Background: an optimization exercise with open tools, aiming at small area, a short achievable clock period and few clock cycles per item. Do not read the settings as production practice. Where RTL was checked, it was by simulation tests only, not by an equivalence proof against the original. Only the layout flow was run in run 2; the RTL was not checked for function there. Power figures rest on the tool's default switching activity, not on a simulated workload.

==> flow/design.v (outline; a module is shown in full before it is edited, if it fits) <==
// module multiplier: 1672 lines
// module mul_fa: 10 lines
// module mul_faf: 12 lines
// module mul_maj: 8 lines
// module mul_xor: 7 lines
module multiplier #(
    parameter WIDTH = 32
)(
    input  logic                   clk,
    input  logic                   rst_n,
    input  logic                   start,
    input  logic [WIDTH-1:0]       a,
    input  logic [WIDTH-1:0]       b,
    output logic [2*WIDTH-1:0]     result,
    output logic                   done
);
  // ...
==> flow/flow/run.sh <==
#!/bin/bash
# The standard layout (the standard.sh, unchanged synthesis), except that
# the input and output ports are buffered with sky130_fd_sc_hd__buf_2 cells
# instead of the delay cells that buffer_ports picks by default.
set -o pipefail
export BUFFER_PORTS_ARGS="-buffer_cell sky130_fd_sc_hd__buf_2"
bash standard.sh > standard.log 2>&1
==> flow/standard.sh <==
#!/bin/bash
# synth_recipe.tcl (not shown) runs the flow's synth.tcl, then flattens the netlist and writes it again
# the make line also repeats each setting of config.mk as NAME=value (left out here)
make -C /OpenROAD-flow-scripts/flow DESIGN_CONFIG=/design/flow/config.mk WORK_HOME=/design/flow/orfs CLKGATE_MAP_FILE= SYNTH_SCRIPT=/design/flow/synth_recipe.tcl "${@:-finish}"
==> flow/config.mk <==
export PLATFORM = sky130hd
export DESIGN_NAME = multiplier
export DESIGN_NICKNAME = multiplier
export VERILOG_FILES = /design/flow/design.v
export SDC_FILE = /design/flow/constraint.sdc
export NUM_CORES = 4
export LEC_CHECK = 0
export ABC_AREA = 1
export CAP_MARGIN = 20
export CORE_MARGIN = 2
export CORE_UTILIZATION = 40
export SLEW_MARGIN = 20
export SYNTH_HIERARCHICAL = 1
export SYNTH_MINIMUM_KEEP_SIZE = 0
==> flow/constraint.sdc <==
create_clock -name core_clock -period 5.0 [get_ports {clk}]
set_input_delay 1.0000 -clock core_clock [delete_from_list [all_inputs] [get_ports {clk}]]
set_output_delay 1.0000 -clock core_clock [all_outputs]
set_load 0.01 [all_outputs]
==> reports/metrics.yaml, run 1 <==
outcome:
  status: "complete, no violations"
power_and_ir_drop:
  p_int_mw: 11.5
  p_comb_frac: 0.806
  p_clk_frac: 0.059
clocking:
  cts_setup_buffers: 1
  path_clk_slew_ns: 0.07
die:
  num_rows: 95
  io_pins: 132
cells_and_area:
  final_util: 0.455
  drive_gt1_frac: 0.129
routing:
  via_per_inst: 6.03
  drt_wl_total_mm: 94.7
sta:
  setup_viol: 0
  tightest_slew_ns: 0.735
  setup_tns_ns: 0
synth:
  async_flop_share: 0.00714
  synth_fa_ha_area_frac: 0.396
  syn-mean-instance-area_um2: 9.57
  synth_edf_count: 139
placed_design:
  dp.cells: 3732
grt:
  grt_pass1_wl_mm: 145
  grt_start_max_net_pins: 81
  grtUsageMet1: 0.350
worst_setup_path:
  cp_slowest_cell: "fa_2"
  critPathMaxFanout: 5
  startpoint_type: "register"
Testbench counts, summed over its fixed seeds: cycles 1,280, items 1,280.
==> inputs of run 2 (changes only) <==
--- a/flow/design.v
+++ b/flow/design.v
@@ -1358,318 +1358,720 @@
   wire s2_s525 = r56_0 ^ r56_1;
   wire s2_c525 = r56_0 & r56_1;
   wire [63:0] row0 = {r63_0, r62_0, r61_0, r60_0, r59_0, r58_0, r57_0, s2_s525, r55_0, s2_s524, r53_0, s2_s523, r51_0, s2_s522, s2_s521, s2_s520, s2_s519, s2_s518, s2_s517, s2_s516, s2_s515, s2_s514, s2_s513, s2_s512, s2_s511, s2_s510, s2_s509, s2_s508, s2_s507, s2_s506, s2_s505, s2_s504, s2_s503, s2_s502, s2_s501, s2_s500, s2_s499, s2_s498, s2_s497, s2_s496, s2_s495, s2_s494, s2_s493, s2_s492, s2_s491, s2_s490, s2_s489, s2_s488, s2_s487, s2_s486, s2_s485, s2_s484, s2_s483, s2_s482, s2_s481, s2_s480, s2_s479, r6_0, r5_0, r4_0, r3_0, r2_0, r1_0, r0_0};
   wire [63:0] row1 = {r63_1, 1'b0, r61_1, 1'b0, r59_1, 1'b0, s2_c525, r56_2, s2_c524, r54_2, s2_c523, r52_2, s2_c522, s2_c521, s2_c520, s2_c519, s2_c518, s2_c517, s2_c516, s2_c515, s2_c514, s2_c513, s2_c512, s2_c511, s2_c510, s2_c509, s2_c508, s2_c507, s2_c506, s2_c505, s2_c504, s2_c503, s2_c502, s2_c501, s2_c500, s2_c499, s2_c498, s2_c497, s2_c496, s2_c495, s2_c494, s2_c493, s2_c492, s2_c491, s2_c490, s2_c489, s2_c488, s2_c487, s2_c486, s2_c485, s2_c484, s2_c483, s2_c482, s2_c481, s2_c480, s2_c479, r7_2, 1'b0, 1'b0, 1'b0, 1'b0, 1'b0, 1'b0, r0_1};
   wire [63:0] g0 = row0 & row1;
   wire [63:0] p0 = row0 ^ row1;
   wire bg0 = g0[1] | (p0[1] & g0[0]);
   wire bpp0 = p0[1] & p0[0];
-  wire bg1 = g0[3] | (p0[3] & g0[2]);
-  wire bpp1 = p0[3] & p0[2];
-  wire bg2 = g0[5] | (p0[5] & g0[4]);
-  wire bpp2 = p0[5] & p0[4];
-  wire bg3 = g0[7] | (p0[7] & g0[6]);
-  wire bpp3 = p0[7] & p0[6];
-  wire bg4 = g0[9] | (p0[9] & g0[8]);
-  wire bpp4 = p0[9] & p0[8];
-  wire bg5 = g0[11] | (p0[11] & g0[10]);
-  wire bpp5 = p0[11] & p0[10];
-  wire bg6 = g0[13] | (p0[13] & g0[12]);
-  wire bpp6 = p0[13] & p0[12];
-  wire bg7 = g0[15] | (p0[15] & g0[14]);
-  wire bpp7 = p0[15] & p0[14];
-  wire bg8 = g0[17] | (p0[17] & g0[16]);
-  wire bpp8 = p0[17] & p0[16];
-  wire bg9 = g0[19] | (p0[19] & g0[18]);
-  wire bpp9 = p0[19] & p0[18];
-  wire bg10 = g0[21] | (p0[21] & g0[20]);
-  wire bpp10 = p0[21] & p0[20];
-  wire bg11 = g0[23] | (p0[23] & g0[22]);
-  wire bpp11 = p0[23] & p0[22];
-  wire bg12 = g0[25] | (p0[25] & g0[24]);
-  wire bpp12 = p0[25] & p0[24];
-  wire bg13 = g0[27] | (p0[27] & g0[26]);
-  wire bpp13 = p0[27] & p0[26];
-  wire bg14 = g0[29] | (p0[29] & g0[28]);
-  wire bpp14 = p0[29] & p0[28];
-  wire bg15 = g0[31] | (p0[31] & g0[30]);
-  wire bpp15 = p0[31] & p0[30];
-  wire bg16 = g0[33] | (p0[33] & g0[32]);
-  wire bpp16 = p0[33] & p0[32];
-  wire bg17 = g0[35] | (p0[35] & g0[34]);
-  wire bpp17 = p0[35] & p0[34];
-  wire bg18 = g0[37] | (p0[37] & g0[36]);
-  wire bpp18 = p0[37] & p0[36];
-  wire bg19 = g0[39] | (p0[39] & g0[38]);
-  wire bpp19 = p0[39] & p0[38];
-  wire bg20 = g0[41] | (p0[41] & g0[40]);
-  wire bpp20 = p0[41] & p0[40];
-  wire bg21 = g0[43] | (p0[43] & g0[42]);
-  wire bpp21 = p0[43] & p0[42];
-  wire bg22 = g0[45] | (p0[45] & g0[44]);
-  wire bpp22 = p0[45] & p0[44];
-  wire bg23 = g0[47] | (p0[47] & g0[46]);
-  wire bpp23 = p0[47] & p0[46];
-  wire bg24 = g0[49] | (p0[49] & g0[48]);
-  wire bpp24 = p0[49] & p0[48];
-  wire bg25 = g0[51] | (p0[51] & g0[50]);
-  wire bpp25 = p0[51] & p0[50];
-  wire bg26 = g0[53] | (p0[53] & g0[52]);
-  wire bpp26 = p0[53] & p0[52];
-  wire bg27 = g0[55] | (p0[55] & g0[54]);
-  wire bpp27 = p0[55] & p0[54];
-  wire bg28 = g0[57] | (p0[57] & g0[56]);
-  wire bpp28 = p0[57] & p0[56];
-  wire bg29 = g0[59] | (p0[59] & g0[58]);
-  wire bpp29 = p0[59] & p0[58];
-  wire bg30 = g0[61] | (p0[61] & g0[60]);
-  wire bpp30 = p0[61] & p0[60];
-  wire bg31 = g0[63] | (p0[63] & g0[62]);
-  wire bpp31 = p0[63] & p0[62];
-  wire bg32 = bg1 | (bpp1 & bg0);
-  wire bpp32 = bpp1 & bpp0;
-  wire bg33 = bg3 | (bpp3 & bg2);
-  wire bpp33 = bpp3 & bpp2;
-  wire bg34 = bg5 | (bpp5 & bg4);
-  wire bpp34 = bpp5 & bpp4;
-  wire bg35 = bg7 | (bpp7 & bg6);
-  wire bpp35 = bpp7 & bpp6;
-  wire bg36 = bg9 | (bpp9 & bg8);
-  wire bpp36 = bpp9 & bpp8;
-  wire bg37 = bg11 | (bpp11 & bg10);
-  wire bpp37 = bpp11 & bpp10;
-  wire bg38 = bg13 | (bpp13 & bg12);
-  wire bpp38 = bpp13 & bpp12;
-  wire bg39 = bg15 | (bpp15 & bg14);
-  wire bpp39 = bpp15 & bpp14;
-  wire bg40 = bg17 | (bpp17 & bg16);
-  wire bpp40 = bpp17 & bpp16;
-  wire bg41 = bg19 | (bpp19 & bg18);
-  wire bpp41 = bpp19 & bpp18;
-  wire bg42 = bg21 | (bpp21 & bg20);
-  wire bpp42 = bpp21 & bpp20;
-  wire bg43 = bg23 | (bpp23 & bg22);
-  wire bpp43 = bpp23 & bpp22;
-  wire bg44 = bg25 | (bpp25 & bg24);
-  wire bpp44 = bpp25 & bpp24;
-  wire bg45 = bg27 | (bpp27 & bg26);
-  wire bpp45 = bpp27 & bpp26;
-  wire bg46 = bg29 | (bpp29 & bg28);
-  wire bpp46 = bpp29 & bpp28;
-  wire bg47 = bg31 | (bpp31 & bg30);
-  wire bpp47 = bpp31 & bpp30;
-  wire bg48 = bg33 | (bpp33 & bg32);
-  wire bpp48 = bpp33 & bpp32;
-  wire bg49 = bg35 | (bpp35 & bg34);
-  wire bpp49 = bpp35 & bpp34;
-  wire bg50 = bg37 | (bpp37 & bg36);
-  wire bpp50 = bpp37 & bpp36;
-  wire bg51 = bg39 | (bpp39 & bg38);
-  wire bpp51 = bpp39 & bpp38;
-  wire bg52 = bg41 | (bpp41 & bg40);
-  wire bpp52 = bpp41 & bpp40;
-  wire bg53 = bg43 | (bpp43 & bg42);
-  wire bpp53 = bpp43 & bpp42;
-  wire bg54 = bg45 | (bpp45 & bg44);
-  wire bpp54 = bpp45 & bpp44;
-  wire bg55 = bg47 | (bpp47 & bg46);
-  wire bpp55 = bpp47 & bpp46;
-  wire bg56 = bg49 | (bpp49 & bg48);
-  wire bpp56 = bpp49 & bpp48;
-  wire bg57 = bg51 | (bpp51 & bg50);
-  wire bpp57 = bpp51 & bpp50;
-  wire bg58 = bg53 | (bpp53 & bg52);
-  wire bpp58 = bpp53 & bpp52;
-  wire bg59 = bg55 | (bpp55 & bg54);
-  wire bpp59 = bpp55 & bpp54;
-  wire bg60 = bg57 | (bpp57 & bg56);
-  wire bpp60 = bpp57 & bpp56;
-  wire bg61 = bg59 | (bpp59 & bg58);
-  wire bpp61 = bpp59 & bpp58;
-  wire bg62 = bg61 | (bpp61 & bg60);
-  wire bpp62 = bpp61 & bpp60;
-  wire bg63 = bg58 | (bpp58 & bg60);
-  wire bpp63 = bpp58 & bpp60;
-  wire bg64 = bg50 | (bpp50 & bg56);
-  wire bpp64 = bpp50 & bpp56;
-  wire bg65 = bg52 | (bpp52 & bg60);
-  wire bpp65 = bpp52 & bpp60;
-  wire bg66 = bg54 | (bpp54 & bg63);
-  wire bpp66 = bpp54 & bpp63;
-  wire bg67 = bg34 | (bpp34 & bg48);
-  wire bpp67 = bpp34 & bpp48;
-  wire bg68 = bg36 | (bpp36 & bg56);
-  wire bpp68 = bpp36 & bpp56;
-  wire bg69 = bg38 | (bpp38 & bg64);
-  wire bpp69 = bpp38 & bpp64;
-  wire bg70 = bg40 | (bpp40 & bg60);
-  wire bpp70 = bpp40 & bpp60;
-  wire bg71 = bg42 | (bpp42 & bg65);
-  wire bpp71 = bpp42 & bpp65;
-  wire bg72 = bg44 | (bpp44 & bg63);
-  wire bpp72 = bpp44 & bpp63;
-  wire bg73 = bg46 | (bpp46 & bg66);
-  wire bpp73 = bpp46 & bpp66;
-  wire bg74 = bg2 | (bpp2 & bg32);
-  wire bpp74 = bpp2 & bpp32;
-  wire bg75 = bg4 | (bpp4 & bg48);
-  wire bpp75 = bpp4 & bpp48;
-  wire bg76 = bg6 | (bpp6 & bg67);
-  wire bpp76 = bpp6 & bpp67;
-  wire bg77 = bg8 | (bpp8 & bg56);
-  wire bpp77 = bpp8 & bpp56;
-  wire bg78 = bg10 | (bpp10 & bg68);
-  wire bpp78 = bpp10 & bpp68;
-  wire bg79 = bg12 | (bpp12 & bg64);
-  wire bpp79 = bpp12 & bpp64;
-  wire bg80 = bg14 | (bpp14 & bg69);
-  wire bpp80 = bpp14 & bpp69;
-  wire bg81 = bg16 | (bpp16 & bg60);
-  wire bpp81 = bpp16 & bpp60;
-  wire bg82 = bg18 | (bpp18 & bg70);
-  wire bpp82 = bpp18 & bpp70;
-  wire bg83 = bg20 | (bpp20 & bg65);
-  wire bpp83 = bpp20 & bpp65;
-  wire bg84 = bg22 | (bpp22 & bg71);
-  wire bpp84 = bpp22 & bpp71;
-  wire bg85 = bg24 | (bpp24 & bg63);
-  wire bpp85 = bpp24 & bpp63;
-  wire bg86 = bg26 | (bpp26 & bg72);
-  wire bpp86 = bpp26 & bpp72;
-  wire bg87 = bg28 | (bpp28 & bg66);
-  wire bpp87 = bpp28 & bpp66;
-  wire bg88 = bg30 | (bpp30 & bg73);
-  wire bpp88 = bpp30 & bpp73;
-  wire bg89 = g0[2] | (p0[2] & bg0);
-  wire bpp89 = p0[2] & bpp0;
-  wire bg90 = g0[4] | (p0[4] & bg32);
-  wire bpp90 = p0[4] & bpp32;
-  wire bg91 = g0[6] | (p0[6] & bg74);
-  wire bpp91 = p0[6] & bpp74;
-  wire bg92 = g0[8] | (p0[8] & bg48);
-  wire bpp92 = p0[8] & bpp48;
-  wire bg93 = g0[10] | (p0[10] & bg75);
-  wire bpp93 = p0[10] & bpp75;
-  wire bg94 = g0[12] | (p0[12] & bg67);
-  wire bpp94 = p0[12] & bpp67;
-  wire bg95 = g0[14] | (p0[14] & bg76);
-  wire bpp95 = p0[14] & bpp76;
-  wire bg96 = g0[16] | (p0[16] & bg56);
-  wire bpp96 = p0[16] & bpp56;
-  wire bg97 = g0[18] | (p0[18] & bg77);
-  wire bpp97 = p0[18] & bpp77;
-  wire bg98 = g0[20] | (p0[20] & bg68);
-  wire bpp98 = p0[20] & bpp68;
-  wire bg99 = g0[22] | (p0[22] & bg78);
-  wire bpp99 = p0[22] & bpp78;
-  wire bg100 = g0[24] | (p0[24] & bg64);
-  wire bpp100 = p0[24] & bpp64;
-  wire bg101 = g0[26] | (p0[26] & bg79);
-  wire bpp101 = p0[26] & bpp79;
-  wire bg102 = g0[28] | (p0[28] & bg69);
-  wire bpp102 = p0[28] & bpp69;
-  wire bg103 = g0[30] | (p0[30] & bg80);
-  wire bpp103 = p0[30] & bpp80;
-  wire bg104 = g0[32] | (p0[32] & bg60);
-  wire bpp104 = p0[32] & bpp60;
-  wire bg105 = g0[34] | (p0[34] & bg81);
-  wire bpp105 = p0[34] & bpp81;
-  wire bg106 = g0[36] | (p0[36] & bg70);
-  wire bpp106 = p0[36] & bpp70;
-  wire bg107 = g0[38] | (p0[38] & bg82);
-  wire bpp107 = p0[38] & bpp82;
-  wire bg108 = g0[40] | (p0[40] & bg65);
-  wire bpp108 = p0[40] & bpp65;
-  wire bg109 = g0[42] | (p0[42] & bg83);
-  wire bpp109 = p0[42] & bpp83;
-  wire bg110 = g0[44] | (p0[44] & bg71);
-  wire bpp110 = p0[44] & bpp71;
-  wire bg111 = g0[46] | (p0[46] & bg84);
-  wire bpp111 = p0[46] & bpp84;
-  wire bg112 = g0[48] | (p0[48] & bg63);
-  wire bpp112 = p0[48] & bpp63;
-  wire bg113 = g0[50] | (p0[50] & bg85);
-  wire bpp113 = p0[50] & bpp85;
-  wire bg114 = g0[52] | (p0[52] & bg72);
-  wire bpp114 = p0[52] & bpp72;
-  wire bg115 = g0[54] | (p0[54] & bg86);
-  wire bpp115 = p0[54] & bpp86;
-  wire bg116 = g0[56] | (p0[56] & bg66);
-  wire bpp116 = p0[56] & bpp66;
-  wire bg117 = g0[58] | (p0[58] & bg87);
-  wire bpp117 = p0[58] & bpp87;
-  wire bg118 = g0[60] | (p0[60] & bg73);
-  wire bpp118 = p0[60] & bpp73;
-  wire bg119 = g0[62] | (p0[62] & bg88);
-  wire bpp119 = p0[62] & bpp88;
+  wire bg1 = g0[2] | (p0[2] & g0[1]);
+  wire bpp1 = p0[2] & p0[1];
+  wire bg2 = g0[3] | (p0[3] & g0[2]);
+  wire bpp2 = p0[3] & p0[2];
+  wire bg3 = g0[4] | (p0[4] & g0[3]);
+  wire bpp3 = p0[4] & p0[3];
+  wire bg4 = g0[5] | (p0[5] & g0[4]);
+  wire bpp4 = p0[5] & p0[4];
+  wire bg5 = g0[6] | (p0[6] & g0[5]);
+  wire bpp5 = p0[6] & p0[5];
+  wire bg6 = g0[7] | (p0[7] & g0[6]);
+  wire bpp6 = p0[7] & p0[6];
+  wire bg7 = g0[8] | (p0[8] & g0[7]);
+  wire bpp7 = p0[8] & p0[7];
+  wire bg8 = g0[9] | (p0[9] & g0[8]);
+  wire bpp8 = p0[9] & p0[8];
+  wire bg9 = g0[10] | (p0[10] & g0[9]);
+  wire bpp9 = p0[10] & p0[9];
+  wire bg10 = g0[11] | (p0[11] & g0[10]);
+  wire bpp10 = p0[11] & p0[10];
+  wire bg11 = g0[12] | (p0[12] & g0[11]);
+  wire bpp11 = p0[12] & p0[11];
+  wire bg12 = g0[13] | (p0[13] & g0[12]);
+  wire bpp12 = p0[13] & p0[12];
+  wire bg13 = g0[14] | (p0[14] & g0[13]);
+  wire bpp13 = p0[14] & p0[13];
+  wire bg14 = g0[15] | (p0[15] & g0[14]);
+  wire bpp14 = p0[15] & p0[14];
+  wire bg15 = g0[16] | (p0[16] & g0[15]);
+  wire bpp15 = p0[16] & p0[15];
+  wire bg16 = g0[17] | (p0[17] & g0[16]);
+  wire bpp16 = p0[17] & p0[16];
+  wire bg17 = g0[18] | (p0[18] & g0[17]);
+  wire bpp17 = p0[18] & p0[17];
+  wire bg18 = g0[19] | (p0[19] & g0[18]);
+  wire bpp18 = p0[19] & p0[18];
+  wire bg19 = g0[20] | (p0[20] & g0[19]);
+  wire bpp19 = p0[20] & p0[19];
+  wire bg20 = g0[21] | (p0[21] & g0[20]);
+  wire bpp20 = p0[21] & p0[20];
+  wire bg21 = g0[22] | (p0[22] & g0[21]);
+  wire bpp21 = p0[22] & p0[21];
+  wire bg22 = g0[23] | (p0[23] & g0[22]);
+  wire bpp22 = p0[23] & p0[22];
+  wire bg23 = g0[24] | (p0[24] & g0[23]);
+  wire bpp23 = p0[24] & p0[23];
+  wire bg24 = g0[25] | (p0[25] & g0[24]);
+  wire bpp24 = p0[25] & p0[24];
+  wire bg25 = g0[26] | (p0[26] & g0[25]);
+  wire bpp25 = p0[26] & p0[25];
+  wire bg26 = g0[27] | (p0[27] & g0[26]);
+  wire bpp26 = p0[27] & p0[26];
+  wire bg27 = g0[28] | (p0[28] & g0[27]);
+  wire bpp27 = p0[28] & p0[27];
+  wire bg28 = g0[29] | (p0[29] & g0[28]);
+  wire bpp28 = p0[29] & p0[28];
+  wire bg29 = g0[30] | (p0[30] & g0[29]);
+  wire bpp29 = p0[30] & p0[29];
+  wire bg30 = g0[31] | (p0[31] & g0[30]);
+  wire bpp30 = p0[31] & p0[30];
+  wire bg31 = g0[32] | (p0[32] & g0[31]);
+  wire bpp31 = p0[32] & p0[31];
+  wire bg32 = g0[33] | (p0[33] & g0[32]);
+  wire bpp32 = p0[33] & p0[32];
+  wire bg33 = g0[34] | (p0[34] & g0[33]);
+  wire bpp33 = p0[34] & p0[33];
+  wire bg34 = g0[35] | (p0[35] & g0[34]);
+  wire bpp34 = p0[35] & p0[34];
+  wire bg35 = g0[36] | (p0[36] & g0[35]);
+  wire bpp35 = p0[36] & p0[35];
+  wire bg36 = g0[37] | (p0[37] & g0[36]);
+  wire bpp36 = p0[37] & p0[36];
+  wire bg37 = g0[38] | (p0[38] & g0[37]);
+  wire bpp37 = p0[38] & p0[37];
+  wire bg38 = g0[39] | (p0[39] & g0[38]);
+  wire bpp38 = p0[39] & p0[38];
+  wire bg39 = g0[40] | (p0[40] & g0[39]);
+  wire bpp39 = p0[40] & p0[39];
+  wire bg40 = g0[41] | (p0[41] & g0[40]);
+  wire bpp40 = p0[41] & p0[40];
+  wire bg41 = g0[42] | (p0[42] & g0[41]);
+  wire bpp41 = p0[42] & p0[41];
+  wire bg42 = g0[43] | (p0[43] & g0[42]);
+  wire bpp42 = p0[43] & p0[42];
+  wire bg43 = g0[44] | (p0[44] & g0[43]);
+  wire bpp43 = p0[44] & p0[43];
+  wire bg44 = g0[45] | (p0[45] & g0[44]);
+  wire bpp44 = p0[45] & p0[44];
+  wire bg45 = g0[46] | (p0[46] & g0[45]);
+  wire bpp45 = p0[46] & p0[45];
+  wire bg46 = g0[47] | (p0[47] & g0[46]);
+  wire bpp46 = p0[47] & p0[46];
+  wire bg47 = g0[48] | (p0[48] & g0[47]);
+  wire bpp47 = p0[48] & p0[47];
+  wire bg48 = g0[49] | (p0[49] & g0[48]);
+  wire bpp48 = p0[49] & p0[48];
+  wire bg49 = g0[50] | (p0[50] & g0[49]);
+  wire bpp49 = p0[50] & p0[49];
+  wire bg50 = g0[51] | (p0[51] & g0[50]);
+  wire bpp50 = p0[51] & p0[50];
+  wire bg51 = g0[52] | (p0[52] & g0[51]);
+  wire bpp51 = p0[52] & p0[51];
+  wire bg52 = g0[53] | (p0[53] & g0[52]);
+  wire bpp52 = p0[53] & p0[52];
+  wire bg53 = g0[54] | (p0[54] & g0[53]);
+  wire bpp53 = p0[54] & p0[53];
+  wire bg54 = g0[55] | (p0[55] & g0[54]);
+  wire bpp54 = p0[55] & p0[54];
+  wire bg55 = g0[56] | (p0[56] & g0[55]);
+  wire bpp55 = p0[56] & p0[55];
+  wire bg56 = g0[57] | (p0[57] & g0[56]);
+  wire bpp56 = p0[57] & p0[56];
+  wire bg57 = g0[58] | (p0[58] & g0[57]);
+  wire bpp57 = p0[58] & p0[57];
+  wire bg58 = g0[59] | (p0[59] & g0[58]);
+  wire bpp58 = p0[59] & p0[58];
+  wire bg59 = g0[60] | (p0[60] & g0[59]);
+  wire bpp59 = p0[60] & p0[59];
+  wire bg60 = g0[61] | (p0[61] & g0[60]);
+  wire bpp60 = p0[61] & p0[60];
+  wire bg61 = g0[62] | (p0[62] & g0[61]);
+  wire bpp61 = p0[62] & p0[61];
+  wire bg62 = g0[63] | (p0[63] & g0[62]);
+  wire bpp62 = p0[63] & p0[62];
+  wire bg63 = bg1 | (bpp1 & g0[0]);
+  wire bpp63 = bpp1 & p0[0];
+  wire bg64 = bg2 | (bpp2 & bg0);
+  wire bpp64 = bpp2 & bpp0;
+  wire bg65 = bg3 | (bpp3 & bg1);
+  wire bpp65 = bpp3 & bpp1;
+  wire bg66 = bg4 | (bpp4 & bg2);
+  wire bpp66 = bpp4 & bpp2;
+  wire bg67 = bg5 | (bpp5 & bg3);
+  wire bpp67 = bpp5 & bpp3;
+  wire bg68 = bg6 | (bpp6 & bg4);
+  wire bpp68 = bpp6 & bpp4;
+  wire bg69 = bg7 | (bpp7 & bg5);
+  wire bpp69 = bpp7 & bpp5;
+  wire bg70 = bg8 | (bpp8 & bg6);
+  wire bpp70 = bpp8 & bpp6;
+  wire bg71 = bg9 | (bpp9 & bg7);
+  wire bpp71 = bpp9 & bpp7;
+  wire bg72 = bg10 | (bpp10 & bg8);
+  wire bpp72 = bpp10 & bpp8;
+  wire bg73 = bg11 | (bpp11 & bg9);
+  wire bpp73 = bpp11 & bpp9;
+  wire bg74 = bg12 | (bpp12 & bg10);
+  wire bpp74 = bpp12 & bpp10;
+  wire bg75 = bg13 | (bpp13 & bg11);
+  wire bpp75 = bpp13 & bpp11;
+  wire bg76 = bg14 | (bpp14 & bg12);
+  wire bpp76 = bpp14 & bpp12;
+  wire bg77 = bg15 | (bpp15 & bg13);
+  wire bpp77 = bpp15 & bpp13;
+  wire bg78 = bg16 | (bpp16 & bg14);
+  wire bpp78 = bpp16 & bpp14;
+  wire bg79 = bg17 | (bpp17 & bg15);
+  wire bpp79 = bpp17 & bpp15;
+  wire bg80 = bg18 | (bpp18 & bg16);
+  wire bpp80 = bpp18 & bpp16;
+  wire bg81 = bg19 | (bpp19 & bg17);
+  wire bpp81 = bpp19 & bpp17;
+  wire bg82 = bg20 | (bpp20 & bg18);
+  wire bpp82 = bpp20 & bpp18;
+  wire bg83 = bg21 | (bpp21 & bg19);
+  wire bpp83 = bpp21 & bpp19;
+  wire bg84 = bg22 | (bpp22 & bg20);
+  wire bpp84 = bpp22 & bpp20;
+  wire bg85 = bg23 | (bpp23 & bg21);
+  wire bpp85 = bpp23 & bpp21;
+  wire bg86 = bg24 | (bpp24 & bg22);
+  wire bpp86 = bpp24 & bpp22;
+  wire bg87 = bg25 | (bpp25 & bg23);
+  wire bpp87 = bpp25 & bpp23;
+  wire bg88 = bg26 | (bpp26 & bg24);
+  wire bpp88 = bpp26 & bpp24;
+  wire bg89 = bg27 | (bpp27 & bg25);
+  wire bpp89 = bpp27 & bpp25;
+  wire bg90 = bg28 | (bpp28 & bg26);
+  wire bpp90 = bpp28 & bpp26;
+  wire bg91 = bg29 | (bpp29 & bg27);
+  wire bpp91 = bpp29 & bpp27;
+  wire bg92 = bg30 | (bpp30 & bg28);
+  wire bpp92 = bpp30 & bpp28;
+  wire bg93 = bg31 | (bpp31 & bg29);
+  wire bpp93 = bpp31 & bpp29;
+  wire bg94 = bg32 | (bpp32 & bg30);
+  wire bpp94 = bpp32 & bpp30;
+  wire bg95 = bg33 | (bpp33 & bg31);
+  wire bpp95 = bpp33 & bpp31;
+  wire bg96 = bg34 | (bpp34 & bg32);
+  wire bpp96 = bpp34 & bpp32;
+  wire bg97 = bg35 | (bpp35 & bg33);
+  wire bpp97 = bpp35 & bpp33;
+  wire bg98 = bg36 | (bpp36 & bg34);
+  wire bpp98 = bpp36 & bpp34;
+  wire bg99 = bg37 | (bpp37 & bg35);
+  wire bpp99 = bpp37 & bpp35;
+  wire bg100 = bg38 | (bpp38 & bg36);
+  wire bpp100 = bpp38 & bpp36;
+  wire bg101 = bg39 | (bpp39 & bg37);
+  wire bpp101 = bpp39 & bpp37;
+  wire bg102 = bg40 | (bpp40 & bg38);
+  wire bpp102 = bpp40 & bpp38;
+  wire bg103 = bg41 | (bpp41 & bg39);
+  wire bpp103 = bpp41 & bpp39;
+  wire bg104 = bg42 | (bpp42 & bg40);
+  wire bpp104 = bpp42 & bpp40;
+  wire bg105 = bg43 | (bpp43 & bg41);
+  wire bpp105 = bpp43 & bpp41;
+  wire bg106 = bg44 | (bpp44 & bg42);
+  wire bpp106 = bpp44 & bpp42;
+  wire bg107 = bg45 | (bpp45 & bg43);
+  wire bpp107 = bpp45 & bpp43;
+  wire bg108 = bg46 | (bpp46 & bg44);
+  wire bpp108 = bpp46 & bpp44;
+  wire bg109 = bg47 | (bpp47 & bg45);
+  wire bpp109 = bpp47 & bpp45;
+  wire bg110 = bg48 | (bpp48 & bg46);
+  wire bpp110 = bpp48 & bpp46;
+  wire bg111 = bg49 | (bpp49 & bg47);
+  wire bpp111 = bpp49 & bpp47;
+  wire bg112 = bg50 | (bpp50 & bg48);
+  wire bpp112 = bpp50 & bpp48;
+  wire bg113 = bg51 | (bpp51 & bg49);
+  wire bpp113 = bpp51 & bpp49;
+  wire bg114 = bg52 | (bpp52 & bg50);
+  wire bpp114 = bpp52 & bpp50;
+  wire bg115 = bg53 | (bpp53 & bg51);
+  wire bpp115 = bpp53 & bpp51;
+  wire bg116 = bg54 | (bpp54 & bg52);
+  wire bpp116 = bpp54 & bpp52;
+  wire bg117 = bg55 | (bpp55 & bg53);
+  wire bpp117 = bpp55 & bpp53;
+  wire bg118 = bg56 | (bpp56 & bg54);
+  wire bpp118 = bpp56 & bpp54;
+  wire bg119 = bg57 | (bpp57 & bg55);
+  wire bpp119 = bpp57 & bpp55;
+  wire bg120 = bg58 | (bpp58 & bg56);
+  wire bpp120 = bpp58 & bpp56;
+  wire bg121 = bg59 | (bpp59 & bg57);
+  wire bpp121 = bpp59 & bpp57;
+  wire bg122 = bg60 | (bpp60 & bg58);
+  wire bpp122 = bpp60 & bpp58;
+  wire bg123 = bg61 | (bpp61 & bg59);
+  wire bpp123 = bpp61 & bpp59;
+  wire bg124 = bg62 | (bpp62 & bg60);
+  wire bpp124 = bpp62 & bpp60;
+  wire bg125 = bg65 | (bpp65 & g0[0]);
+  wire bpp125 = bpp65 & p0[0];
+  wire bg126 = bg66 | (bpp66 & bg0);
+  wire bpp126 = bpp66 & bpp0;
+  wire bg127 = bg67 | (bpp67 & bg63);
+  wire bpp127 = bpp67 & bpp63;
+  wire bg128 = bg68 | (bpp68 & bg64);
+  wire bpp128 = bpp68 & bpp64;
+  wire bg129 = bg69 | (bpp69 & bg65);
+  wire bpp129 = bpp69 & bpp65;
+  wire bg130 = bg70 | (bpp70 & bg66);
+  wire bpp130 = bpp70 & bpp66;
+  wire bg131 = bg71 | (bpp71 & bg67);
+  wire bpp131 = bpp71 & bpp67;
+  wire bg132 = bg72 | (bpp72 & bg68);
+  wire bpp132 = bpp72 & bpp68;
+  wire bg133 = bg73 | (bpp73 & bg69);
+  wire bpp133 = bpp73 & bpp69;
+  wire bg134 = bg74 | (bpp74 & bg70);
+  wire bpp134 = bpp74 & bpp70;
+  wire bg135 = bg75 | (bpp75 & bg71);
+  wire bpp135 = bpp75 & bpp71;
+  wire bg136 = bg76 | (bpp76 & bg72);
+  wire bpp136 = bpp76 & bpp72;
+  wire bg137 = bg77 | (bpp77 & bg73);
+  wire bpp137 = bpp77 & bpp73;
+  wire bg138 = bg78 | (bpp78 & bg74);
+  wire bpp138 = bpp78 & bpp74;
+  wire bg139 = bg79 | (bpp79 & bg75);
+  wire bpp139 = bpp79 & bpp75;
+  wire bg140 = bg80 | (bpp80 & bg76);
+  wire bpp140 = bpp80 & bpp76;
+  wire bg141 = bg81 | (bpp81 & bg77);
+  wire bpp141 = bpp81 & bpp77;
+  wire bg142 = bg82 | (bpp82 & bg78);
+  wire bpp142 = bpp82 & bpp78;
+  wire bg143 = bg83 | (bpp83 & bg79);
+  wire bpp143 = bpp83 & bpp79;
+  wire bg144 = bg84 | (bpp84 & bg80);
+  wire bpp144 = bpp84 & bpp80;
+  wire bg145 = bg85 | (bpp85 & bg81);
+  wire bpp145 = bpp85 & bpp81;
+  wire bg146 = bg86 | (bpp86 & bg82);
+  wire bpp146 = bpp86 & bpp82;
+  wire bg147 = bg87 | (bpp87 & bg83);
+  wire bpp147 = bpp87 & bpp83;
+  wire bg148 = bg88 | (bpp88 & bg84);
+  wire bpp148 = bpp88 & bpp84;
+  wire bg149 = bg89 | (bpp89 & bg85);
+  wire bpp149 = bpp89 & bpp85;
+  wire bg150 = bg90 | (bpp90 & bg86);
+  wire bpp150 = bpp90 & bpp86;
+  wire bg151 = bg91 | (bpp91 & bg87);
+  wire bpp151 = bpp91 & bpp87;
+  wire bg152 = bg92 | (bpp92 & bg88);
+  wire bpp152 = bpp92 & bpp88;
+  wire bg153 = bg93 | (bpp93 & bg89);
+  wire bpp153 = bpp93 & bpp89;
+  wire bg154 = bg94 | (bpp94 & bg90);
+  wire bpp154 = bpp94 & bpp90;
+  wire bg155 = bg95 | (bpp95 & bg91);
+  wire bpp155 = bpp95 & bpp91;
+  wire bg156 = bg96 | (bpp96 & bg92);
+  wire bpp156 = bpp96 & bpp92;
+  wire bg157 = bg97 | (bpp97 & bg93);
+  wire bpp157 = bpp97 & bpp93;
+  wire bg158 = bg98 | (bpp98 & bg94);
+  wire bpp158 = bpp98 & bpp94;
+  wire bg159 = bg99 | (bpp99 & bg95);
+  wire bpp159 = bpp99 & bpp95;
+  wire bg160 = bg100 | (bpp100 & bg96);
+  wire bpp160 = bpp100 & bpp96;
+  wire bg161 = bg101 | (bpp101 & bg97);
+  wire bpp161 = bpp101 & bpp97;
+  wire bg162 = bg102 | (bpp102 & bg98);
+  wire bpp162 = bpp102 & bpp98;
+  wire bg163 = bg103 | (bpp103 & bg99);
+  wire bpp163 = bpp103 & bpp99;
+  wire bg164 = bg104 | (bpp104 & bg100);
+  wire bpp164 = bpp104 & bpp100;
+  wire bg165 = bg105 | (bpp105 & bg101);
+  wire bpp165 = bpp105 & bpp101;
+  wire bg166 = bg106 | (bpp106 & bg102);
+  wire bpp166 = bpp106 & bpp102;
+  wire bg167 = bg107 | (bpp107 & bg103);
+  wire bpp167 = bpp107 & bpp103;
+  wire bg168 = bg108 | (bpp108 & bg104);
+  wire bpp168 = bpp108 & bpp104;
+  wire bg169 = bg109 | (bpp109 & bg105);
+  wire bpp169 = bpp109 & bpp105;
+  wire bg170 = bg110 | (bpp110 & bg106);
+  wire bpp170 = bpp110 & bpp106;
+  wire bg171 = bg111 | (bpp111 & bg107);
+  wire bpp171 = bpp111 & bpp107;
+  wire bg172 = bg112 | (bpp112 & bg108);
+  wire bpp172 = bpp112 & bpp108;
+  wire bg173 = bg113 | (bpp113 & bg109);
+  wire bpp173 = bpp113 & bpp109;
+  wire bg174 = bg114 | (bpp114 & bg110);
+  wire bpp174 = bpp114 & bpp110;
+  wire bg175 = bg115 | (bpp115 & bg111);
+  wire bpp175 = bpp115 & bpp111;
+  wire bg176 = bg116 | (bpp116 & bg112);
+  wire bpp176 = bpp116 & bpp112;
+  wire bg177 = bg117 | (bpp117 & bg113);
+  wire bpp177 = bpp117 & bpp113;
+  wire bg178 = bg118 | (bpp118 & bg114);
+  wire bpp178 = bpp118 & bpp114;
+  wire bg179 = bg119 | (bpp119 & bg115);
+  wire bpp179 = bpp119 & bpp115;
+  wire bg180 = bg120 | (bpp120 & bg116);
+  wire bpp180 = bpp120 & bpp116;
+  wire bg181 = bg121 | (bpp121 & bg117);
+  wire bpp181 = bpp121 & bpp117;
+  wire bg182 = bg122 | (bpp122 & bg118);
+  wire bpp182 = bpp122 & bpp118;
+  wire bg183 = bg123 | (bpp123 & bg119);
+  wire bpp183 = bpp123 & bpp119;
+  wire bg184 = bg124 | (bpp124 & bg120);
+  wire bpp184 = bpp124 & bpp120;
+  wire bg185 = bg129 | (bpp129 & g0[0]);
+  wire bpp185 = bpp129 & p0[0];
+  wire bg186 = bg130 | (bpp130 & bg0);
+  wire bpp186 = bpp130 & bpp0;
+  wire bg187 = bg131 | (bpp131 & bg63);
+  wire bpp187 = bpp131 & bpp63;
+  wire bg188 = bg132 | (bpp132 & bg64);
+  wire bpp188 = bpp132 & bpp64;
+  wire bg189 = bg133 | (bpp133 & bg125);
+  wire bpp189 = bpp133 & bpp125;
+  wire bg190 = bg134 | (bpp134 & bg126);
+  wire bpp190 = bpp134 & bpp126;
+  wire bg191 = bg135 | (bpp135 & bg127);
+  wire bpp191 = bpp135 & bpp127;
+  wire bg192 = bg136 | (bpp136 & bg128);
+  wire bpp192 = bpp136 & bpp128;
+  wire bg193 = bg137 | (bpp137 & bg129);
+  wire bpp193 = bpp137 & bpp129;
+  wire bg194 = bg138 | (bpp138 & bg130);
+  wire bpp194 = bpp138 & bpp130;
+  wire bg195 = bg139 | (bpp139 & bg131);
+  wire bpp195 = bpp139 & bpp131;
+  wire bg196 = bg140 | (bpp140 & bg132);
+  wire bpp196 = bpp140 & bpp132;
+  wire bg197 = bg141 | (bpp141 & bg133);
+  wire bpp197 = bpp141 & bpp133;
+  wire bg198 = bg142 | (bpp142 & bg134);
+  wire bpp198 = bpp142 & bpp134;
+  wire bg199 = bg143 | (bpp143 & bg135);
+  wire bpp199 = bpp143 & bpp135;
+  wire bg200 = bg144 | (bpp144 & bg136);
+  wire bpp200 = bpp144 & bpp136;
+  wire bg201 = bg145 | (bpp145 & bg137);
+  wire bpp201 = bpp145 & bpp137;
+  wire bg202 = bg146 | (bpp146 & bg138);
+  wire bpp202 = bpp146 & bpp138;
+  wire bg203 = bg147 | (bpp147 & bg139);
+  wire bpp203 = bpp147 & bpp139;
+  wire bg204 = bg148 | (bpp148 & bg140);
+  wire bpp204 = bpp148 & bpp140;
+  wire bg205 = bg149 | (bpp149 & bg141);
+  wire bpp205 = bpp149 & bpp141;
+  wire bg206 = bg150 | (bpp150 & bg142);
+  wire bpp206 = bpp150 & bpp142;
+  wire bg207 = bg151 | (bpp151 & bg143);
+  wire bpp207 = bpp151 & bpp143;
+  wire bg208 = bg152 | (bpp152 & bg144);
+  wire bpp208 = bpp152 & bpp144;
+  wire bg209 = bg153 | (bpp153 & bg145);
+  wire bpp209 = bpp153 & bpp145;
+  wire bg210 = bg154 | (bpp154 & bg146);
+  wire bpp210 = bpp154 & bpp146;
+  wire bg211 = bg155 | (bpp155 & bg147);
+  wire bpp211 = bpp155 & bpp147;
+  wire bg212 = bg156 | (bpp156 & bg148);
+  wire bpp212 = bpp156 & bpp148;
+  wire bg213 = bg157 | (bpp157 & bg149);
+  wire bpp213 = bpp157 & bpp149;
+  wire bg214 = bg158 | (bpp158 & bg150);
+  wire bpp214 = bpp158 & bpp150;
+  wire bg215 = bg159 | (bpp159 & bg151);
+  wire bpp215 = bpp159 & bpp151;
+  wire bg216 = bg160 | (bpp160 & bg152);
+  wire bpp216 = bpp160 & bpp152;
+  wire bg217 = bg161 | (bpp161 & bg153);
+  wire bpp217 = bpp161 & bpp153;
+  wire bg218 = bg162 | (bpp162 & bg154);
+  wire bpp218 = bpp162 & bpp154;
+  wire bg219 = bg163 | (bpp163 & bg155);
+  wire bpp219 = bpp163 & bpp155;
+  wire bg220 = bg164 | (bpp164 & bg156);
+  wire bpp220 = bpp164 & bpp156;
+  wire bg221 = bg165 | (bpp165 & bg157);
+  wire bpp221 = bpp165 & bpp157;
+  wire bg222 = bg166 | (bpp166 & bg158);
+  wire bpp222 = bpp166 & bpp158;
+  wire bg223 = bg167 | (bpp167 & bg159);
+  wire bpp223 = bpp167 & bpp159;
+  wire bg224 = bg168 | (bpp168 & bg160);
+  wire bpp224 = bpp168 & bpp160;
+  wire bg225 = bg169 | (bpp169 & bg161);
+  wire bpp225 = bpp169 & bpp161;
+  wire bg226 = bg170 | (bpp170 & bg162);
+  wire bpp226 = bpp170 & bpp162;
+  wire bg227 = bg171 | (bpp171 & bg163);
+  wire bpp227 = bpp171 & bpp163;
+  wire bg228 = bg172 | (bpp172 & bg164);
+  wire bpp228 = bpp172 & bpp164;
+  wire bg229 = bg173 | (bpp173 & bg165);
+  wire bpp229 = bpp173 & bpp165;
+  wire bg230 = bg174 | (bpp174 & bg166);
+  wire bpp230 = bpp174 & bpp166;
+  wire bg231 = bg175 | (bpp175 & bg167);
+  wire bpp231 = bpp175 & bpp167;
+  wire bg232 = bg176 | (bpp176 & bg168);
+  wire bpp232 = bpp176 & bpp168;
+  wire bg233 = bg177 | (bpp177 & bg169);
+  wire bpp233 = bpp177 & bpp169;
+  wire bg234 = bg178 | (bpp178 & bg170);
+  wire bpp234 = bpp178 & bpp170;
+  wire bg235 = bg179 | (bpp179 & bg171);
+  wire bpp235 = bpp179 & bpp171;
+  wire bg236 = bg180 | (bpp180 & bg172);
+  wire bpp236 = bpp180 & bpp172;
+  wire bg237 = bg181 | (bpp181 & bg173);
+  wire bpp237 = bpp181 & bpp173;
+  wire bg238 = bg182 | (bpp182 & bg174);
+  wire bpp238 = bpp182 & bpp174;
+  wire bg239 = bg183 | (bpp183 & bg175);
+  wire bpp239 = bpp183 & bpp175;
+  wire bg240 = bg184 | (bpp184 & bg176);
+  wire bpp240 = bpp184 & bpp176;
+  wire bg241 = bg193 | (bpp193 & g0[0]);
+  wire bpp241 = bpp193 & p0[0];
+  wire bg242 = bg194 | (bpp194 & bg0);
+  wire bpp242 = bpp194 & bpp0;
+  wire bg243 = bg195 | (bpp195 & bg63);
+  wire bpp243 = bpp195 & bpp63;
+  wire bg244 = bg196 | (bpp196 & bg64);
+  wire bpp244 = bpp196 & bpp64;
+  wire bg245 = bg197 | (bpp197 & bg125);
+  wire bpp245 = bpp197 & bpp125;
+  wire bg246 = bg198 | (bpp198 & bg126);
+  wire bpp246 = bpp198 & bpp126;
+  wire bg247 = bg199 | (bpp199 & bg127);
+  wire bpp247 = bpp199 & bpp127;
+  wire bg248 = bg200 | (bpp200 & bg128);
+  wire bpp248 = bpp200 & bpp128;
+  wire bg249 = bg201 | (bpp201 & bg185);
+  wire bpp249 = bpp201 & bpp185;
+  wire bg250 = bg202 | (bpp202 & bg186);
+  wire bpp250 = bpp202 & bpp186;
+  wire bg251 = bg203 | (bpp203 & bg187);
+  wire bpp251 = bpp203 & bpp187;
+  wire bg252 = bg204 | (bpp204 & bg188);
+  wire bpp252 = bpp204 & bpp188;
+  wire bg253 = bg205 | (bpp205 & bg189);
+  wire bpp253 = bpp205 & bpp189;
+  wire bg254 = bg206 | (bpp206 & bg190);
+  wire bpp254 = bpp206 & bpp190;
+  wire bg255 = bg207 | (bpp207 & bg191);
+  wire bpp255 = bpp207 & bpp191;
+  wire bg256 = bg208 | (bpp208 & bg192);
+  wire bpp256 = bpp208 & bpp192;
+  wire bg257 = bg209 | (bpp209 & bg193);
+  wire bpp257 = bpp209 & bpp193;
+  wire bg258 = bg210 | (bpp210 & bg194);
+  wire bpp258 = bpp210 & bpp194;
+  wire bg259 = bg211 | (bpp211 & bg195);
+  wire bpp259 = bpp211 & bpp195;
+  wire bg260 = bg212 | (bpp212 & bg196);
+  wire bpp260 = bpp212 & bpp196;
+  wire bg261 = bg213 | (bpp213 & bg197);
+  wire bpp261 = bpp213 & bpp197;
+  wire bg262 = bg214 | (bpp214 & bg198);
+  wire bpp262 = bpp214 & bpp198;
+  wire bg263 = bg215 | (bpp215 & bg199);
+  wire bpp263 = bpp215 & bpp199;
+  wire bg264 = bg216 | (bpp216 & bg200);
+  wire bpp264 = bpp216 & bpp200;
+  wire bg265 = bg217 | (bpp217 & bg201);
+  wire bpp265 = bpp217 & bpp201;
+  wire bg266 = bg218 | (bpp218 & bg202);
+  wire bpp266 = bpp218 & bpp202;
+  wire bg267 = bg219 | (bpp219 & bg203);
+  wire bpp267 = bpp219 & bpp203;
+  wire bg268 = bg220 | (bpp220 & bg204);
+  wire bpp268 = bpp220 & bpp204;
+  wire bg269 = bg221 | (bpp221 & bg205);
+  wire bpp269 = bpp221 & bpp205;
+  wire bg270 = bg222 | (bpp222 & bg206);
+  wire bpp270 = bpp222 & bpp206;
+  wire bg271 = bg223 | (bpp223 & bg207);
+  wire bpp271 = bpp223 & bpp207;
+  wire bg272 = bg224 | (bpp224 & bg208);
+  wire bpp272 = bpp224 & bpp208;
+  wire bg273 = bg225 | (bpp225 & bg209);
+  wire bpp273 = bpp225 & bpp209;
+  wire bg274 = bg226 | (bpp226 & bg210);
+  wire bpp274 = bpp226 & bpp210;
+  wire bg275 = bg227 | (bpp227 & bg211);
+  wire bpp275 = bpp227 & bpp211;
+  wire bg276 = bg228 | (bpp228 & bg212);
+  wire bpp276 = bpp228 & bpp212;
+  wire bg277 = bg229 | (bpp229 & bg213);
+  wire bpp277 = bpp229 & bpp213;
+  wire bg278 = bg230 | (bpp230 & bg214);
+  wire bpp278 = bpp230 & bpp214;
+  wire bg279 = bg231 | (bpp231 & bg215);
+  wire bpp279 = bpp231 & bpp215;
+  wire bg280 = bg232 | (bpp232 & bg216);
+  wire bpp280 = bpp232 & bpp216;
+  wire bg281 = bg233 | (bpp233 & bg217);
+  wire bpp281 = bpp233 & bpp217;
+  wire bg282 = bg234 | (bpp234 & bg218);
+  wire bpp282 = bpp234 & bpp218;
+  wire bg283 = bg235 | (bpp235 & bg219);
+  wire bpp283 = bpp235 & bpp219;
+  wire bg284 = bg236 | (bpp236 & bg220);
+  wire bpp284 = bpp236 & bpp220;
+  wire bg285 = bg237 | (bpp237 & bg221);
+  wire bpp285 = bpp237 & bpp221;
+  wire bg286 = bg238 | (bpp238 & bg222);
+  wire bpp286 = bpp238 & bpp222;
+  wire bg287 = bg239 | (bpp239 & bg223);
+  wire bpp287 = bpp239 & bpp223;
+  wire bg288 = bg240 | (bpp240 & bg224);
+  wire bpp288 = bpp240 & bpp224;
+  wire bg289 = bg257 | (bpp257 & g0[0]);
+  wire bpp289 = bpp257 & p0[0];
+  wire bg290 = bg258 | (bpp258 & bg0);
+  wire bpp290 = bpp258 & bpp0;
+  wire bg291 = bg259 | (bpp259 & bg63);
+  wire bpp291 = bpp259 & bpp63;
+  wire bg292 = bg260 | (bpp260 & bg64);
+  wire bpp292 = bpp260 & bpp64;
+  wire bg293 = bg261 | (bpp261 & bg125);
+  wire bpp293 = bpp261 & bpp125;
+  wire bg294 = bg262 | (bpp262 & bg126);
+  wire bpp294 = bpp262 & bpp126;
+  wire bg295 = bg263 | (bpp263 & bg127);
+  wire bpp295 = bpp263 & bpp127;
+  wire bg296 = bg264 | (bpp264 & bg128);
+  wire bpp296 = bpp264 & bpp128;
+  wire bg297 = bg265 | (bpp265 & bg185);
+  wire bpp297 = bpp265 & bpp185;
+  wire bg298 = bg266 | (bpp266 & bg186);
+  wire bpp298 = bpp266 & bpp186;
+  wire bg299 = bg267 | (bpp267 & bg187);
+  wire bpp299 = bpp267 & bpp187;
+  wire bg300 = bg268 | (bpp268 & bg188);
+  wire bpp300 = bpp268 & bpp188;
+  wire bg301 = bg269 | (bpp269 & bg189);
+  wire bpp301 = bpp269 & bpp189;
+  wire bg302 = bg270 | (bpp270 & bg190);
+  wire bpp302 = bpp270 & bpp190;
+  wire bg303 = bg271 | (bpp271 & bg191);
+  wire bpp303 = bpp271 & bpp191;
+  wire bg304 = bg272 | (bpp272 & bg192);
+  wire bpp304 = bpp272 & bpp192;
+  wire bg305 = bg273 | (bpp273 & bg241);
+  wire bpp305 = bpp273 & bpp241;
+  wire bg306 = bg274 | (bpp274 & bg242);
+  wire bpp306 = bpp274 & bpp242;
+  wire bg307 = bg275 | (bpp275 & bg243);
+  wire bpp307 = bpp275 & bpp243;
+  wire bg308 = bg276 | (bpp276 & bg244);
+  wire bpp308 = bpp276 & bpp244;
+  wire bg309 = bg277 | (bpp277 & bg245);
+  wire bpp309 = bpp277 & bpp245;
+  wire bg310 = bg278 | (bpp278 & bg246);
+  wire bpp310 = bpp278 & bpp246;
+  wire bg311 = bg279 | (bpp279 & bg247);
+  wire bpp311 = bpp279 & bpp247;
+  wire bg312 = bg280 | (bpp280 & bg248);
+  wire bpp312 = bpp280 & bpp248;
+  wire bg313 = bg281 | (bpp281 & bg249);
+  wire bpp313 = bpp281 & bpp249;
+  wire bg314 = bg282 | (bpp282 & bg250);
+  wire bpp314 = bpp282 & bpp250;
+  wire bg315 = bg283 | (bpp283 & bg251);
+  wire bpp315 = bpp283 & bpp251;
+  wire bg316 = bg284 | (bpp284 & bg252);
+  wire bpp316 = bpp284 & bpp252;
+  wire bg317 = bg285 | (bpp285 & bg253);
+  wire bpp317 = bpp285 & bpp253;
+  wire bg318 = bg286 | (bpp286 & bg254);
+  wire bpp318 = bpp286 & bpp254;
+  wire bg319 = bg287 | (bpp287 & bg255);
+  wire bpp319 = bpp287 & bpp255;
+  wire bg320 = bg288 | (bpp288 & bg256);
+  wire bpp320 = bpp288 & bpp256;
   assign result[0] = p0[0];
   mul_xor u_x1 (.x(p0[1]), .y(g0[0]), .s(result[1]));
   mul_xor u_x2 (.x(p0[2]), .y(bg0), .s(result[2]));
-  mul_xor u_x3 (.x(p0[3]), .y(bg89), .s(result[3]));
-  mul_xor u_x4 (.x(p0[4]), .y(bg32), .s(result[4]));
-  mul_xor u_x5 (.x(p0[5]), .y(bg90), .s(result[5]));
-  mul_xor u_x6 (.x(p0[6]), .y(bg74), .s(result[6]));
-  mul_xor u_x7 (.x(p0[7]), .y(bg91), .s(result[7]));
-  mul_xor u_x8 (.x(p0[8]), .y(bg48), .s(result[8]));
-  mul_xor u_x9 (.x(p0[9]), .y(bg92), .s(result[9]));
-  mul_xor u_x10 (.x(p0[10]), .y(bg75), .s(result[10]));
-  mul_xor u_x11 (.x(p0[11]), .y(bg93), .s(result[11]));
-  mul_xor u_x12 (.x(p0[12]), .y(bg67), .s(result[12]));
-  mul_xor u_x13 (.x(p0[13]), .y(bg94), .s(result[13]));
-  mul_xor u_x14 (.x(p0[14]), .y(bg76), .s(result[14]));
-  mul_xor u_x15 (.x(p0[15]), .y(bg95), .s(result[15]));
-  mul_xor u_x16 (.x(p0[16]), .y(bg56), .s(result[16]));
-  mul_xor u_x17 (.x(p0[17]), .y(bg96), .s(result[17]));
-  mul_xor u_x18 (.x(p0[18]), .y(bg77), .s(result[18]));
-  mul_xor u_x19 (.x(p0[19]), .y(bg97), .s(result[19]));
-  mul_xor u_x20 (.x(p0[20]), .y(bg68), .s(result[20]));
-  mul_xor u_x21 (.x(p0[21]), .y(bg98), .s(result[21]));
-  mul_xor u_x22 (.x(p0[22]), .y(bg78), .s(result[22]));
-  mul_xor u_x23 (.x(p0[23]), .y(bg99), .s(result[23]));
-  mul_xor u_x24 (.x(p0[24]), .y(bg64), .s(result[24]));
-  mul_xor u_x25 (.x(p0[25]), .y(bg100), .s(result[25]));
-  mul_xor u_x26 (.x(p0[26]), .y(bg79), .s(result[26]));
-  mul_xor u_x27 (.x(p0[27]), .y(bg101), .s(result[27]));
-  mul_xor u_x28 (.x(p0[28]), .y(bg69), .s(result[28]));
-  mul_xor u_x29 (.x(p0[29]), .y(bg102), .s(result[29]));
-  mul_xor u_x30 (.x(p0[30]), .y(bg80), .s(result[30]));
-  mul_xor u_x31 (.x(p0[31]), .y(bg103), .s(result[31]));
-  mul_xor u_x32 (.x(p0[32]), .y(bg60), .s(result[32]));
-  mul_xor u_x33 (.x(p0[33]), .y(bg104), .s(result[33]));
-  mul_xor u_x34 (.x(p0[34]), .y(bg81), .s(result[34]));
-  mul_xor u_x35 (.x(p0[35]), .y(bg105), .s(result[35]));
-  mul_xor u_x36 (.x(p0[36]), .y(bg70), .s(result[36]));
-  mul_xor u_x37 (.x(p0[37]), .y(bg106), .s(result[37]));
-  mul_xor u_x38 (.x(p0[38]), .y(bg82), .s(result[38]));
-  mul_xor u_x39 (.x(p0[39]), .y(bg107), .s(result[39]));
-  mul_xor u_x40 (.x(p0[40]), .y(bg65), .s(result[40]));
-  mul_xor u_x41 (.x(p0[41]), .y(bg108), .s(result[41]));
-  mul_xor u_x42 (.x(p0[42]), .y(bg83), .s(result[42]));
-  mul_xor u_x43 (.x(p0[43]), .y(bg109), .s(result[43]));
-  mul_xor u_x44 (.x(p0[44]), .y(bg71), .s(result[44]));
-  mul_xor u_x45 (.x(p0[45]), .y(bg110), .s(result[45]));
-  mul_xor u_x46 (.x(p0[46]), .y(bg84), .s(result[46]));
-  mul_xor u_x47 (.x(p0[47]), .y(bg111), .s(result[47]));
-  mul_xor u_x48 (.x(p0[48]), .y(bg63), .s(result[48]));
-  mul_xor u_x49 (.x(p0[49]), .y(bg112), .s(result[49]));
-  mul_xor u_x50 (.x(p0[50]), .y(bg85), .s(result[50]));
-  mul_xor u_x51 (.x(p0[51]), .y(bg113), .s(result[51]));
-  mul_xor u_x52 (.x(p0[52]), .y(bg72), .s(result[52]));
-  mul_xor u_x53 (.x(p0[53]), .y(bg114), .s(result[53]));
-  mul_xor u_x54 (.x(p0[54]), .y(bg86), .s(result[54]));
-  mul_xor u_x55 (.x(p0[55]), .y(bg115), .s(result[55]));
-  mul_xor u_x56 (.x(p0[56]), .y(bg66), .s(result[56]));
-  mul_xor u_x57 (.x(p0[57]), .y(bg116), .s(result[57]));
-  mul_xor u_x58 (.x(p0[58]), .y(bg87), .s(result[58]));
-  mul_xor u_x59 (.x(p0[59]), .y(bg117), .s(result[59]));
-  mul_xor u_x60 (.x(p0[60]), .y(bg73), .s(result[60]));
-  mul_xor u_x61 (.x(p0[61]), .y(bg118), .s(result[61]));
-  mul_xor u_x62 (.x(p0[62]), .y(bg88), .s(result[62]));
-  mul_xor u_x63 (.x(p0[63]), .y(bg119), .s(result[63]));
+  mul_xor u_x3 (.x(p0[3]), .y(bg63), .s(result[3]));
+  mul_xor u_x4 (.x(p0[4]), .y(bg64), .s(result[4]));
+  mul_xor u_x5 (.x(p0[5]), .y(bg125), .s(result[5]));
+  mul_xor u_x6 (.x(p0[6]), .y(bg126), .s(result[6]));
+  mul_xor u_x7 (.x(p0[7]), .y(bg127), .s(result[7]));
+  mul_xor u_x8 (.x(p0[8]), .y(bg128), .s(result[8]));
+  mul_xor u_x9 (.x(p0[9]), .y(bg185), .s(result[9]));
+  mul_xor u_x10 (.x(p0[10]), .y(bg186), .s(result[10]));
+  mul_xor u_x11 (.x(p0[11]), .y(bg187), .s(result[11]));
+  mul_xor u_x12 (.x(p0[12]), .y(bg188), .s(result[12]));
+  mul_xor u_x13 (.x(p0[13]), .y(bg189), .s(result[13]));
+  mul_xor u_x14 (.x(p0[14]), .y(bg190), .s(result[14]));
+  mul_xor u_x15 (.x(p0[15]), .y(bg191), .s(result[15]));
+  mul_xor u_x16 (.x(p0[16]), .y(bg192), .s(result[16]));
+  mul_xor u_x17 (.x(p0[17]), .y(bg241), .s(result[17]));
+  mul_xor u_x18 (.x(p0[18]), .y(bg242), .s(result[18]));
+  mul_xor u_x19 (.x(p0[19]), .y(bg243), .s(result[19]));
+  mul_xor u_x20 (.x(p0[20]), .y(bg244), .s(result[20]));
+  mul_xor u_x21 (.x(p0[21]), .y(bg245), .s(result[21]));
+  mul_xor u_x22 (.x(p0[22]), .y(bg246), .s(result[22]));
+  mul_xor u_x23 (.x(p0[23]), .y(bg247), .s(result[23]));
+  mul_xor u_x24 (.x(p0[24]), .y(bg248), .s(result[24]));
+  mul_xor u_x25 (.x(p0[25]), .y(bg249), .s(result[25]));
+  mul_xor u_x26 (.x(p0[26]), .y(bg250), .s(result[26]));
+  mul_xor u_x27 (.x(p0[27]), .y(bg251), .s(result[27]));
+  mul_xor u_x28 (.x(p0[28]), .y(bg252), .s(result[28]));
+  mul_xor u_x29 (.x(p0[29]), .y(bg253), .s(result[29]));
+  mul_xor u_x30 (.x(p0[30]), .y(bg254), .s(result[30]));
+  mul_xor u_x31 (.x(p0[31]), .y(bg255), .s(result[31]));
+  mul_xor u_x32 (.x(p0[32]), .y(bg256), .s(result[32]));
+  mul_xor u_x33 (.x(p0[33]), .y(bg289), .s(result[33]));
+  mul_xor u_x34 (.x(p0[34]), .y(bg290), .s(result[34]));
+  mul_xor u_x35 (.x(p0[35]), .y(bg291), .s(result[35]));
+  mul_xor u_x36 (.x(p0[36]), .y(bg292), .s(result[36]));
+  mul_xor u_x37 (.x(p0[37]), .y(bg293), .s(result[37]));
+  mul_xor u_x38 (.x(p0[38]), .y(bg294), .s(result[38]));
+  mul_xor u_x39 (.x(p0[39]), .y(bg295), .s(result[39]));
+  mul_xor u_x40 (.x(p0[40]), .y(bg296), .s(result[40]));
+  mul_xor u_x41 (.x(p0[41]), .y(bg297), .s(result[41]));
+  mul_xor u_x42 (.x(p0[42]), .y(bg298), .s(result[42]));
+  mul_xor u_x43 (.x(p0[43]), .y(bg299), .s(result[43]));
+  mul_xor u_x44 (.x(p0[44]), .y(bg300), .s(result[44]));
+  mul_xor u_x45 (.x(p0[45]), .y(bg301), .s(result[45]));
+  mul_xor u_x46 (.x(p0[46]), .y(bg302), .s(result[46]));
+  mul_xor u_x47 (.x(p0[47]), .y(bg303), .s(result[47]));
+  mul_xor u_x48 (.x(p0[48]), .y(bg304), .s(result[48]));
+  mul_xor u_x49 (.x(p0[49]), .y(bg305), .s(result[49]));
+  mul_xor u_x50 (.x(p0[50]), .y(bg306), .s(result[50]));
+  mul_xor u_x51 (.x(p0[51]), .y(bg307), .s(result[51]));
+  mul_xor u_x52 (.x(p0[52]), .y(bg308), .s(result[52]));
+  mul_xor u_x53 (.x(p0[53]), .y(bg309), .s(result[53]));
+  mul_xor u_x54 (.x(p0[54]), .y(bg310), .s(result[54]));
+  mul_xor u_x55 (.x(p0[55]), .y(bg311), .s(result[55]));
+  mul_xor u_x56 (.x(p0[56]), .y(bg312), .s(result[56]));
+  mul_xor u_x57 (.x(p0[57]), .y(bg313), .s(result[57]));
+  mul_xor u_x58 (.x(p0[58]), .y(bg314), .s(result[58]));
+  mul_xor u_x59 (.x(p0[59]), .y(bg315), .s(result[59]));
+  mul_xor u_x60 (.x(p0[60]), .y(bg316), .s(result[60]));
+  mul_xor u_x61 (.x(p0[61]), .y(bg317), .s(result[61]));
+  mul_xor u_x62 (.x(p0[62]), .y(bg318), .s(result[62]));
+  mul_xor u_x63 (.x(p0[63]), .y(bg319), .s(result[63]));
   always_ff @(posedge clk or negedge rst_n) begin
     if (!rst_n) done <= 1'b0;
     else        done <= start;
   end
 endmodule
 module mul_fa (
     input  logic x,
     input  logic y,
==> reports/metrics.yaml, run 2 <==
synth:
  synth_most_common_cell: "nand2_1"
  synth_area_leader_cell: "fa_1"
  ys.flop_type: "edfxtp_1"
  syn-num-nets: 4192
  yosysUniqueCellTypes: 35
  ys_warn_count: 7
  async_flop_share: 0.00714  # unchanged
  syn_inst: 3545
  syn_area_um2: 33700
  synthTopCellsByArea: "fa_1 28%, o22ai_2 17%, xor2_1 13%, edfxtp_1 12%, nand2_1 7.8%"
  synthTopCellsByCount: "702 x nand2_1, 513 x xor2_1, 499 x inv_1"
  synth_top_area_frac: 0.280
  synth-seq-cells: 140
  ys_seq_area_frac: 0.125
  syn-mean-instance-area_um2: 9.50  # -0.73%
  synth_edf_count: 139  # unchanged
outcome:
  status: "complete, no violations"
worst_setup_path:
  critical_path_required_ns: 4.00
  worstPathArrival_ns: 3.65
  startpoint_type: "register"
  worstSetupPathType: "register to primary output"
  crit_path_end_kind: "primary output"
  critPathMaxFanout: 5  # unchanged
die:
  initial_utilization: 0.403
  num_rows: 106  # +12%
  fp.dieH_um: 294
  io_pins: 132  # unchanged
  die_area_um2: 86600
  core_area_um2: 83600
  die_w_um: 294
grt:
  overflow: 0
  antenna_found_initial: 18
  grt_pass1_vias: 26500
  grt_pass1_wl_mm: 174  # +21%
  grt_start_max_net_pins: 95  # +17%
  grt_util_all_layers: 0.272
sta:
  period_needed_ns: 4.65
  tightest_slew_ns: 0.917  # +0.182 ns
  fin_crit_sh: 0.930
  fmax_ghz: 0.215
  maxSlewViolCount: 0
  setup_viol: 0  # unchanged
  max_slew_margin: 0.389
  hold_viol_final: 0
  setup_tns_ns: 0  # unchanged
  fin_ws_ns: 0.350
  rsz0062_at_grt: "no"
power_and_ir_drop:
  p_comb_frac: 0.844  # +0.038
  p_sw_frac: 0.562
  p_clk_frac: 0.044  # -0.015
  p_switching_mw: 16.1
  p_seq_frac: 0.111
  p_total_mw: 28.7
  ir_drop_v: 0.000840
  p_int_mw: 12.6  # +9.2%
  p_leak_nw: 16.4
  power.density_nw_per_um2: 787
clocking:
  clkSinkCount: 140
  clockBufferDepth: 2
  path_clk_slew_ns: 0.07  # about the same
  cts_tree: "done"
  ctsRootBufferMaster: "clkbuf_16"
  cts_max_level: 4
  hold_buffers: 0
  numCtsBuffers: 17
cells_and_area:
  multi_input_area_um2: 25800
  final_common_cell: "nand2_1"
  num-fill-cells: 8149
  seq_area_um2: 4200
  most-common-layout-cells: "702 x nand2_1, 513 x xor2_1, 495 x inv_1, 472 x fa_1, 449 x o22ai_2"
  stdcell_count: 4660
  drive_gt1_frac: 0.236  # +0.107
  nNetsFinal: 4209
  area_delta_synth_final_pct: 8.30
routing:
  ant_nets: 0
  vias: 25800
  drt_first_pass_iters: 6
  wire_per_inst_um: 25.1
  drt_wl_total_mm: 117  # +23%
  first_iter_violations: 2241
  drc: 0
  via_per_inst: 5.53  # -8.3%
placed_design:
  dpl.hpwl_mm: 87.7
  dpl_worst_slack_ns: 0.0906
  portBuffers: 131
  place.gp.congestion: 0.973
  dp.cells: 4623  # +24%
flow_run:
  drv_cap: 0
hold_path:
  min_path_type: "primary input to asynchronous set/reset pin"
-- run 2: changes by cell type after synthesis, sizes merged, moves of 26 or more --
cell | previous run | this run
nand3 | 11 | 42
clkbuf | 182 | 4
nor2 | 81 | 140
inv | 327 | 513
buf | 78 | 258
a21oi | 32 | 58
nand2 | 346 | 738
-- run 2: worst paths after layout --
check	startpoint	to	slack (ns)	cells after the start
setup / recovery	r35_1$_DFFE_PP_	result[50]	0.35	15
hold / removal	rst_n	done$_DFF_PN0_	0.31	1
max in group asynchronous	rst_n	done$_DFF_PN0_	4.60	1
min in group core_clock	b[0]	r0_1$_DFFE_PP_	1.09	3
-- run 2: cells by family (layout without fill, tap and decap cells) --
logic type                 Yosys count  count (layout)  share of synthesized area
other                                0               5                          0
and+or+nand+nor                    940             940                      0.116
xor gates and xnor gates           513             513                      0.133
DFF                                140             140                      0.125
AOI/OAI and AO/OA                  597             597                      0.197
adders and majority gates          580             580                      0.321
buffers and inverters              775             805                      0.108
-- run 2: critical path, stage by stage (launching register included) --
cell	delay, ns
edfxtp_1	0.39
fa_1	0.56
fa_1	0.41
ha_1	0.38
nand2_1	0.12
nor2_1	0.15
inv_1	0.10
nor2_2	0.17
nand2_1	0.13
nor3_1	0.15
nand2_1	0.09
nand3_1	0.21
inv_1	0.06
nand2_1	0.06
nand2_1	0.07
buf_2	0.14
-- run 2: cell type report --
| type | count | area share |
|---|---|---|
| diodes | 5 | 0.000343 |
| clock buffers | 17 | 0.0117 |
| clock inverters | 15 | 0.00418 |
| inverters | 513 | 0.0528 |
| multi-input cells | 2630 | 0.708 |
| flip-flops and latches | 140 | 0.115 |
| well taps | 1080 | 0.0370 |
| repair buffers | 260 | 0.0705 |
-- run 2: metal layers --
| metal | track usage | up-vias | part of all wire |
|---|---|---|---|
| li1 | - | 11400 | - |
| met4 | 0.119 | 8 | 0.047 |
| met5 | 0 | - | 0.00034 |
| met3 | 0.0753 | 232 | 0.10 |
| met2 | 0.425 | 1327 | 0.44 |
| met1 | 0.353 | 12800 | 0.41 |
-- run 2: power by group through the flow --
| stage | clock (mW) | combinational [mW] | sequential [mW] |
|---|---|---|---|
| finish | 1.28 | 24.2 | 3.19 |
| global placement | 0 | 23.4 | 3.20 |
| CTS | 1.30 | 23.9 | 3.18 |
| global route | 1.33 | 27.0 | 3.26 |
| detailed placement | 0 | 23.8 | 3.21 |
| floorplan | 0 | 15.3 | 3.03 |
-- run 2: modules after synthesis (local to each module, per instance) --
module / flip-flops and latches / cells inside
mul_fa: 0 / 1
mul_xor: 0 / 5
multiplier: 140 / 2758
-- run 2: timing repair --
item	4_1_cts	5_1_grt
setup endpoints to repair	0	1
setup buffers	0	0
hold endpoints to repair	0	0
gates resized for setup	0	1
-- run 2: stage by stage --
step	area (µm²)	hold slack (ns)	util
final	36500	0.312	0.437
after global routing	36500	0.304	0.437
after CTS	36500	0.280	0.436
after detailed placement	35900	0.775	0.430
after global placement	35900	0.774	0.430
after floorplan	33700	0.704	-

Re-timed with assumed drivers on the ports (clkbuf_16 on the clock, buf_2 on other inputs), run 2 has 0.291 ns of setup slack against 0.350 ns with ideal ports, and 0.079 ns once port delays also move by the mid clock arrival of 0.497 ns.
